Background: an optimization exercise with open tools, aiming at small area and a short achievable clock period. Do not read the settings as production practice.
Only simulation tests tie the RTL to the original design; equivalence was not proved.

==> 01-09 <==
Design mips_pipeline, start of the top module:
module mips_pipeline (
    input clk,
    input rst,
    input [31:0] inst,
    input  [31:0] data_in,
    output mem_read,
    output mem_write,
    output [31:0] inst_adr,
    output [31:0] data_adr,
    output [31:0] data_out
);
==> module alu, before the edit <==
module alu (
    input [31:0] a,
    input [31:0] b,
    input [4:0] sa,          
    input cin,
    input add,               
    input slt,               
    input sgn,               
    input sr,                
    input sl,                
    input sra,               
    input [1:0] lop,         
    output [31:0] y,
    output [31:0] yn,        
    output lt,
    output [31:0] qa,        
    output [31:0] qb         
);
    assign qa = ~(p ^ {g[30:0], cin});
    assign qb = ~(p ^ {g[30:0] | p[30:0], cin});
    wire [31:0] p = a ^ b;
    wire [31:0] g = a & b;
    wire [33:0] sum34 = {1'b0, a, cin} + {1'b0, b, cin};
    wire [31:0] sum = sum34[32:1];
    wire c32 = sum34[33];
    assign lt = sgn ? (a[31] ^ b[31] ^ c32) : ~c32;
    wire [31:0] lor = p | g;
    wire [31:0] lres = (lop == 2'b00) ? g :
                       (lop == 2'b01) ? lor :
                       (lop == 2'b10) ? p : ~lor;
    wire [63:0] sr64 = {{32{sra & b[31]}}, b} >> sa;
    wire [31:0] srr = sr64[31:0];
    wire [31:0] slr;
    genvar i;
    generate
        for (i = 0; i < 32; i = i + 1) begin : g_rev
            assign slr[i] = srr[31-i];
        end
    endgenerate
    assign yn = sr ? srr : sl ? slr : lres;
    assign y = add ? sum : slt ? {31'b0, lt} : yn;
endmodule
Settings: LEC_CHECK=0, CAP_MARGIN=20, CORE_MARGIN=2, CORE_UTILIZATION=64, PLACE_DENSITY=0.74, SETUP_SLACK_MARGIN=0.1, SLEW_MARGIN=20, SYNTH_HIERARCHICAL=1, SYNTH_MINIMUM_KEEP_SIZE=0; clock period 13.0 ns.
standard.sh (not shown) runs the stock make flow with config.mk's settings and CLKGATE_MAP_FILE= SYNTH_SCRIPT=/design/flow/synth_recipe.tcl, a recipe that flattens the netlist after the stock synthesis.
==> flow/flow/run.sh <==
#!/bin/bash
# Standard ORFS layout (the standard.sh; its synthesis unchanged, with
# config.mk's settings) with:
#  - port buffers of a plain buffer cell (buffer_ports otherwise picks a
#    delay cell), and sizing not limited to the same footprint,
#  - clock tree sink clusters of up to 30 flip-flops within 80 um,
#  - repair_timing aiming at a larger setup slack than config.mk asks for,
set -euo pipefail
bash standard.sh SETUP_SLACK_MARGIN=8.5 \
    BUFFER_PORTS_ARGS="-buffer_cell sky130_fd_sc_hd__buf_2" MATCH_CELL_FOOTPRINT=0 \
    CTS_CLUSTER_SIZE=30 CTS_CLUSTER_DIAMETER=80 CTS_BUF_LIST=sky130_fd_sc_hd__clkbuf_16 \
    MAX_REPAIR_ANTENNAS_ITER_DRT=10 \
    finish > flow_make.log 2>&1
==> 10-06: changes against 01-09 <==
--- a/flow/design.v
+++ b/flow/design.v
@@ -25,32 +25,25 @@
     input slt,               
     input sgn,               
     input sr,                
     input sl,                
     input sra,               
     input [1:0] lop,         
     output [31:0] y,
     output [31:0] yn,        
-    output lt,
-    output [31:0] qa,        
-    output [31:0] qb         
+    output lt
 );
-    assign qa = ~(p ^ {g[30:0], cin});
-    assign qb = ~(p ^ {g[30:0] | p[30:0], cin});
-    wire [31:0] p = a ^ b;
-    wire [31:0] g = a & b;
     wire [33:0] sum34 = {1'b0, a, cin} + {1'b0, b, cin};
     wire [31:0] sum = sum34[32:1];
     wire c32 = sum34[33];
     assign lt = sgn ? (a[31] ^ b[31] ^ c32) : ~c32;
-    wire [31:0] lor = p | g;
-    wire [31:0] lres = (lop == 2'b00) ? g :
-                       (lop == 2'b01) ? lor :
-                       (lop == 2'b10) ? p : ~lor;
+    wire [31:0] lres = (lop == 2'b00) ? (a & b) :
+                       (lop == 2'b01) ? (a | b) :
+                       (lop == 2'b10) ? (a ^ b) : ~(a | b);
     wire [63:0] sr64 = {{32{sra & b[31]}}, b} >> sa;
     wire [31:0] srr = sr64[31:0];
     wire [31:0] slr;
     genvar i;
     generate
         for (i = 0; i < 32; i = i + 1) begin : g_rev
             assign slr[i] = srr[31-i];
         end
@@ -60,18 +53,17 @@
 endmodule
 module reg_file (
     input clk,
     input rst,
     input we,
     input [4:0] wa,
     input [31:0] wd,
     input [31:1] sel1,       
-    input [31:1] sel2,       
-    output [31:1] vnext,     
+    input [31:1] sel2,
     output [31:0] rd1,
     output [31:0] rd2
 );
     reg [31:0] r [1:31];
     reg [31:1] valid;
     genvar i;
     generate
         for (i = 1; i < 32; i = i + 1) begin : g_reg
@@ -80,30 +72,24 @@
                     r[i] <= wd;
         end
     endgenerate
     always @(posedge clk or posedge rst)
         if (rst)
             valid <= 31'b0;
         else if (we)
             valid[wa] <= 1'b1;
-    genvar j;
-    generate
-        for (j = 1; j < 32; j = j + 1) begin : g_vn
-            assign vnext[j] = valid[j] | (we && wa == j);
-        end
-    endgenerate
     reg [31:0] o1, o2;
     integer k;
     always @(*) begin
         o1 = 32'b0;
         o2 = 32'b0;
         for (k = 1; k < 32; k = k + 1) begin
-            o1 = o1 | ({32{sel1[k]}} & r[k]);
-            o2 = o2 | ({32{sel2[k]}} & r[k]);
+            o1 = o1 | ({32{sel1[k] & valid[k]}} & r[k]);
+            o2 = o2 | ({32{sel2[k] & valid[k]}} & r[k]);
         end
     end
     assign rd1 = o1;
     assign rd2 = o2;
 endmodule
 module branch_unit (
     input [31:0] qa,         
     input [31:0] qb,
@@ -127,16 +113,28 @@
     wire eq_slt = ~|k[31:1] & (k[0] == lt);
     wire eq_oth = (yn == k);
     wire eq_e = add ? eq_add : slt ? eq_slt : eq_oth;
     wire eq_d = (din == (s1d ? v2f : v1f));
     wire eq_f = (v1f == v2f);
     wire eq_x = (s1d & s2d) | ((s1d | s2d) ? eq_d : eq_f);
     assign eq = (s1e & s2e) | ((s1e | s2e) ? eq_e : eq_x);
 endmodule
+module cmp_pre (
+    input [31:0] a,
+    input [31:0] b,
+    input cin,
+    output [31:0] qa,
+    output [31:0] qb
+);
+    wire [31:0] p = a ^ b;
+    wire [31:0] g = a & b;
+    assign qa = ~(p ^ {g[30:0], cin});
+    assign qb = ~(p ^ {g[30:0] | p[30:0], cin});
+endmodule
 module mips_pipeline (
     input clk,
     input rst,
     input [31:0] inst,
     input  [31:0] data_in,
     output mem_read,
     output mem_write,
     output [31:0] inst_adr,
@@ -208,59 +206,61 @@
     wire r_shim = rtype & ((fn == 6'h00) | (fn == 6'h02) | (fn == 6'h03));
     wire link   = i_jal | i_jalr;
     wire imm_b  = i_lw | i_sw | i_addi | i_addiu | i_slti | i_sltiu | i_andi | i_ori | i_xori;
     wire sgn_imm= i_addi | i_slti | i_andi | i_ori | i_xori;
     wire inv_b  = r_sub | r_slt | r_sltu | i_slti | i_sltiu;
     wire d_rwe_raw = (rtype & ~i_jr) | i_jal | i_lw | i_addi | i_addiu | i_slti |
                      i_sltiu | i_andi | i_ori | i_xori | i_lui;
     wire [4:0] d_rw = i_jal ? 5'd31 : (rtype ? rd : rt);
+    reg [31:1] dec_rs, dec_rt;
+    integer di;
+    always @(*)
+        for (di = 1; di < 32; di = di + 1) begin
+            dec_rs[di] = (inst[25:21] == di);
+            dec_rt[di] = (inst[20:16] == di);
+        end
     wire [31:0] rf1, rf2;
-    wire [31:1] rf_vnext;
     wire [31:0] mval = exmem_ld ? data_in : exmem_y;
     reg_file RF (
         .clk(clk), .rst(rst),
         .we(exmem_rwe), .wa(exmem_rw), .wd(mval),
-        .sel1(ifid_s1), .sel2(ifid_s2), .vnext(rf_vnext),
+        .sel1(ifid_s1), .sel2(ifid_s2),
         .rd1(rf1), .rd2(rf2)
     );
     wire [31:0] alu_y, alu_yn;
     wire alu_lt;
-    reg f1ex, f1mem, f2ex, f2mem;
-    reg s1d, s2d;                                    
+    wire f1ex  = idex_rwe  & (idex_rw  == rs);
+    wire f1mem = exmem_rwe & (exmem_rw == rs);
+    wire f2ex  = idex_rwe  & (idex_rw  == rt);
+    wire f2mem = exmem_rwe & (exmem_rw == rt);
+    wire s1d = ~f1ex & f1mem & exmem_ld;            
+    wire s2d = ~f2ex & f2mem & exmem_ld;
     wire [31:0] v1f = f1mem ? exmem_y : rf1;
     wire [31:0] v2f = f2mem ? exmem_y : rf2;
     wire [31:0] o1 = s1d ? data_in : v1f;           
     wire [31:0] o2 = s2d ? data_in : v2f;
     wire [31:0] v1 = f1ex ? alu_y : o1;
     wire [31:0] v2 = f2ex ? alu_y : o2;
     wire stall = idex_mr & ((idex_rw == rs) | (idex_rw == rt));
     wire i_jx  = i_jr | i_jalr;
     wire jmp   = ifid_v & (i_j | i_jal | i_jx);
     wire isbeq = ifid_v & i_beq;
     wire isbne = ifid_v & i_bne;
     wire jr_go = ~stall & ifid_v & i_jx;
-    wire [4:0] nx_rs = stall ? ifid_inst[25:21] : inst[25:21];
-    wire [4:0] nx_rt = stall ? ifid_inst[20:16] : inst[20:16];
-    reg [31:1] dec_rs, dec_rt;
-    integer di;
-    always @(*)
-        for (di = 1; di < 32; di = di + 1) begin
-            dec_rs[di] = (nx_rs == di);
-            dec_rt[di] = (nx_rt == di);
-        end
     wire [31:0] pc4   = pc + 32'd4;                        
     wire [31:0] sext  = {{16{imm[15]}}, imm};
     wire [31:0] bt    = pc + {sext[29:0], 2'b00};
     wire [31:0] pc_jn = (ifid_v & (i_j | i_jal)) ? {pc[31:28], ifid_inst[25:0], 2'b00} : pc4;
     wire [31:0] pc_e1 = stall ? pc : isbeq ? bt : pc_jn;
     wire [31:0] pc_e0 = stall ? pc : isbne ? bt : pc_jn;
     wire v_e1 = stall ? ifid_v : ~(jmp | isbeq);
     wire v_e0 = stall ? ifid_v : ~(jmp | isbne);
     wire [31:0] cmp_qa, cmp_qb;
+    cmp_pre CP (.a(idex_a), .b(idex_b), .cin(idex_cin), .qa(cmp_qa), .qb(cmp_qb));
     branch_unit BU (
         .qa(cmp_qa), .qb(cmp_qb), .add(idex_add), .slt(idex_slt),
         .yn(alu_yn), .lt(alu_lt),
         .din(data_in), .v1f(v1f), .v2f(v2f),
         .s1e(f1ex), .s2e(f2ex), .s1d(s1d), .s2d(s2d),
         .eq(eq)
     );
     wire [31:0] ext = sgn_imm ? sext : {16'b0, imm};
@@ -280,60 +280,50 @@
                       inv_b ? ~bsel : bsel;
     wire d_add = r_add | r_sub | i_lw | i_sw | i_addi | i_addiu;
     wire d_slt = r_slt | r_sltu | i_slti | i_sltiu;
     wire d_sgn = r_slt | i_slti;
     wire [1:0] d_lop = (r_or | i_ori | i_lui | link) ? 2'b01 :
                        (r_xor | i_xori) ? 2'b10 :
                        r_nor ? 2'b11 : 2'b00;
     wire ctl_ok = ifid_v & ~stall;
-    wire n_idex_rwe = ctl_ok & d_rwe_raw & (d_rw != 5'd0);
-    wire n_f1ex  = n_idex_rwe & (d_rw == nx_rs);
-    wire n_f2ex  = n_idex_rwe & (d_rw == nx_rt);
-    wire n_f1mem = idex_rwe & (idex_rw == nx_rs);
-    wire n_f2mem = idex_rwe & (idex_rw == nx_rt);
     alu ALU (
         .a(idex_a), .b(idex_b), .sa(idex_sa), .cin(idex_cin),
         .add(idex_add), .slt(idex_slt), .sgn(idex_sgn),
         .sr(idex_sr), .sl(idex_sl), .sra(idex_sra), .lop(idex_lop),
-        .y(alu_y), .yn(alu_yn), .lt(alu_lt), .qa(cmp_qa), .qb(cmp_qb)
+        .y(alu_y), .yn(alu_yn), .lt(alu_lt)
     );
     always @(posedge clk or posedge rst) begin
         if (rst) begin
+            pc_a <= 32'b0;
             pc_b <= 32'b0;
+            ifv_a <= 1'b0;
             ifv_b <= 1'b0;
             idex_rwe <= 1'b0; idex_mr <= 1'b0; idex_mw <= 1'b0;
-            f1ex <= 1'b0; f1mem <= 1'b0; f2ex <= 1'b0; f2mem <= 1'b0;
-            s1d <= 1'b0; s2d <= 1'b0;
             exmem_rwe <= 1'b0; exmem_mr <= 1'b0; exmem_mw <= 1'b0; exmem_ld <= 1'b0;
         end else begin
+            pc_a <= jr_go ? v1 : pc_e1;
             pc_b <= jr_go ? v1 : pc_e0;
+            ifv_a <= v_e1;
             ifv_b <= v_e0;
-            idex_rwe <= n_idex_rwe;
-            f1ex  <= n_f1ex;
-            f2ex  <= n_f2ex;
-            f1mem <= n_f1mem;
-            f2mem <= n_f2mem;
-            s1d   <= ~n_f1ex & n_f1mem & idex_mr;       
-            s2d   <= ~n_f2ex & n_f2mem & idex_mr;
+            idex_rwe <= ctl_ok & d_rwe_raw & (d_rw != 5'd0);
             idex_mr  <= ctl_ok & i_lw;
             idex_mw  <= ctl_ok & i_sw;
             exmem_rwe <= idex_rwe;
             exmem_mr  <= idex_mr;
             exmem_ld  <= idex_mr & idex_rwe;
             exmem_mw  <= idex_mw;
         end
     end
     always @(posedge clk) begin
-        pc_a  <= jr_go ? v1 : pc_e1;
-        ifv_a <= v_e1;
-        if (!stall)
+        if (!stall) begin
             ifid_inst <= inst;
-        ifid_s1 <= dec_rs & rf_vnext;
-        ifid_s2 <= dec_rt & rf_vnext;
+            ifid_s1 <= dec_rs;
+            ifid_s2 <= dec_rt;
+        end
         idex_a   <= d_a;
         idex_sa  <= (r_sll | r_srl | r_sra) ? d_a[4:0] : 5'b0;    
         idex_b   <= d_b;
         idex_sd  <= v2;
         idex_rw  <= d_rw;
         idex_add <= d_add;
         idex_slt <= d_slt;
         idex_cin <= inv_b;
==> flow/flow/run.sh (replaced) <==
#!/bin/bash
# Standard ORFS layout (the standard.sh; its synthesis unchanged, with
# config.mk's settings) with:
#  - port buffers of a plain buffer cell (buffer_ports otherwise picks a
#    delay cell), and sizing not limited to the same footprint,
#  - clock tree sink clusters of up to 30 flip-flops within 80 um,
#  - repair_timing aiming at a larger setup slack than config.mk asks for,
set -euo pipefail
bash standard.sh SETUP_SLACK_MARGIN=8.5 \
    BUFFER_PORTS_ARGS="-buffer_cell sky130_fd_sc_hd__buf_4" MATCH_CELL_FOOTPRINT=0 \
    CTS_CLUSTER_SIZE=30 CTS_CLUSTER_DIAMETER=80 CTS_BUF_LIST=sky130_fd_sc_hd__clkbuf_16 \
    MAX_REPAIR_ANTENNAS_ITER_DRT=10 \
    finish > flow_make.log 2>&1
CORE_UTILIZATION = 50   (was 64)
PLACE_DENSITY = 0.62   (was 0.74)
==> 09-23: changes against 01-09 <==
--- a/flow/design.v
+++ b/flow/design.v
@@ -29,28 +29,27 @@
     input sra,               
     input [1:0] lop,         
     output [31:0] y,
     output [31:0] yn,        
     output lt,
     output [31:0] qa,        
     output [31:0] qb         
 );
-    assign qa = ~(p ^ {g[30:0], cin});
-    assign qb = ~(p ^ {g[30:0] | p[30:0], cin});
     wire [31:0] p = a ^ b;
     wire [31:0] g = a & b;
+    assign qa = ~(p ^ {g[30:0], cin});
+    assign qb = ~(p ^ {g[30:0] | p[30:0], cin});
     wire [33:0] sum34 = {1'b0, a, cin} + {1'b0, b, cin};
     wire [31:0] sum = sum34[32:1];
     wire c32 = sum34[33];
     assign lt = sgn ? (a[31] ^ b[31] ^ c32) : ~c32;
-    wire [31:0] lor = p | g;
-    wire [31:0] lres = (lop == 2'b00) ? g :
-                       (lop == 2'b01) ? lor :
-                       (lop == 2'b10) ? p : ~lor;
+    wire [31:0] lres = (lop == 2'b00) ? (a & b) :
+                       (lop == 2'b01) ? (a | b) :
+                       (lop == 2'b10) ? (a ^ b) : ~(a | b);
     wire [63:0] sr64 = {{32{sra & b[31]}}, b} >> sa;
     wire [31:0] srr = sr64[31:0];
     wire [31:0] slr;
     genvar i;
     generate
         for (i = 0; i < 32; i = i + 1) begin : g_rev
             assign slr[i] = srr[31-i];
         end
CORE_UTILIZATION = 58   (was 64)
PLACE_DENSITY = 0.68   (was 0.74)
==> 09-26: changes against 01-09 <==
--- a/flow/design.v
+++ b/flow/design.v
@@ -29,28 +29,27 @@
     input sra,               
     input [1:0] lop,         
     output [31:0] y,
     output [31:0] yn,        
     output lt,
     output [31:0] qa,        
     output [31:0] qb         
 );
-    assign qa = ~(p ^ {g[30:0], cin});
-    assign qb = ~(p ^ {g[30:0] | p[30:0], cin});
     wire [31:0] p = a ^ b;
     wire [31:0] g = a & b;
+    assign qa = ~(p ^ {g[30:0], cin});
+    assign qb = ~(p ^ {g[30:0] | p[30:0], cin});
     wire [33:0] sum34 = {1'b0, a, cin} + {1'b0, b, cin};
     wire [31:0] sum = sum34[32:1];
     wire c32 = sum34[33];
     assign lt = sgn ? (a[31] ^ b[31] ^ c32) : ~c32;
-    wire [31:0] lor = p | g;
-    wire [31:0] lres = (lop == 2'b00) ? g :
-                       (lop == 2'b01) ? lor :
-                       (lop == 2'b10) ? p : ~lor;
+    wire [31:0] lres = (lop == 2'b00) ? (a & b) :
+                       (lop == 2'b01) ? (a | b) :
+                       (lop == 2'b10) ? (a ^ b) : ~(a | b);
     wire [63:0] sr64 = {{32{sra & b[31]}}, b} >> sa;
     wire [31:0] srr = sr64[31:0];
     wire [31:0] slr;
     genvar i;
     generate
         for (i = 0; i < 32; i = i + 1) begin : g_rev
             assign slr[i] = srr[31-i];
         end
CORE_UTILIZATION = 50   (was 64)
PLACE_DENSITY = 0.62   (was 0.74)
==> comparison table <==
                                                                                    10-06           09-26           01-09           09-23
Status                                                                     finished clean  finished clean  finished clean  finished clean
Non-Clock Buffer Count                                                                365             305             313             305
Portion of the clock cycle consumed by the worst path in the final layout          35.98%          35.51%          34.92%          35.48%
Mux cell area share after synthesis                                                6.674%          7.971%          8.270%          7.971%
CLK BUF                                                                                81              80              62              71
GR met2 Demand/Resource                                                            70.09%          66.03%          75.42%          73.52%
Number of buffers inserted by post-CTS setup repair                                     5               1               1               1
Routed Wire Length                                                              370800 um       337200 um       320500 um       332400 um
Hold slack                                                                      0.3318 ns       0.3295 ns       0.3116 ns       0.3237 ns
Final layout net count                                                               6399            6243            6219            6235
Layout clock area frac                                                             3.615%          3.602%          2.687%          3.027%
Source of the worst register-to-register timing path                           idex_sa[1]      ifid_s1[9]      ifid_s2[7]      idex_a[19]
Antenna violations before repair                                                       27              37              35              32
Register-to-register setup slack                                                  8.32 ns         8.38 ns         8.46 ns         8.39 ns
Register fraction of the total cell area                                           48.45%          49.60%          50.63%          50.05%
Post-synthesis register bit count                                                    1379            1385            1385            1385
Achievable Freq                                                                 213.8 MHz       216.6 MHz       220.3 MHz       216.8 MHz

-- what the ideal ports hide --
The results above use ideal ports. As a check the final layouts listed here were re-extracted and re-timed, cells and wires unchanged. Step 1, drivers: a clkbuf_16 drives clk and a buf_2 each remaining input, both assumed. Step 2 also shifts input and output timing later by t, the mid clock arrival at the registers, as if the neighbouring blocks saw the same clock. Slacks: ideal / step 1 / step 2; pairs: ideal / step 1.
run | t, ns | setup WS [ns] | worst hold slack (ns) | worst setup path at the end
01-09 | 0.847 | 8.461 / 8.427 / 8.012 | 0.312 / 0.312 / 0.312 | input to register
10-06 | 0.828 | 8.323 / 8.323 / 7.991 | 0.332 / 0.332 / 0.332 | input to register
09-23 | 0.828 | 8.388 / 8.388 / 7.873 | 0.324 / 0.324 / 0.324 | input to register
09-26 | 0.822 | 8.384 / 8.384 / 7.896 | 0.329 / 0.329 / 0.329 | input to register
After both steps setup and hold are still met in every run listed. The setup slack of 09-23, which loses most, moves by 0.000 ns with the drivers and by -0.515 ns with both steps.
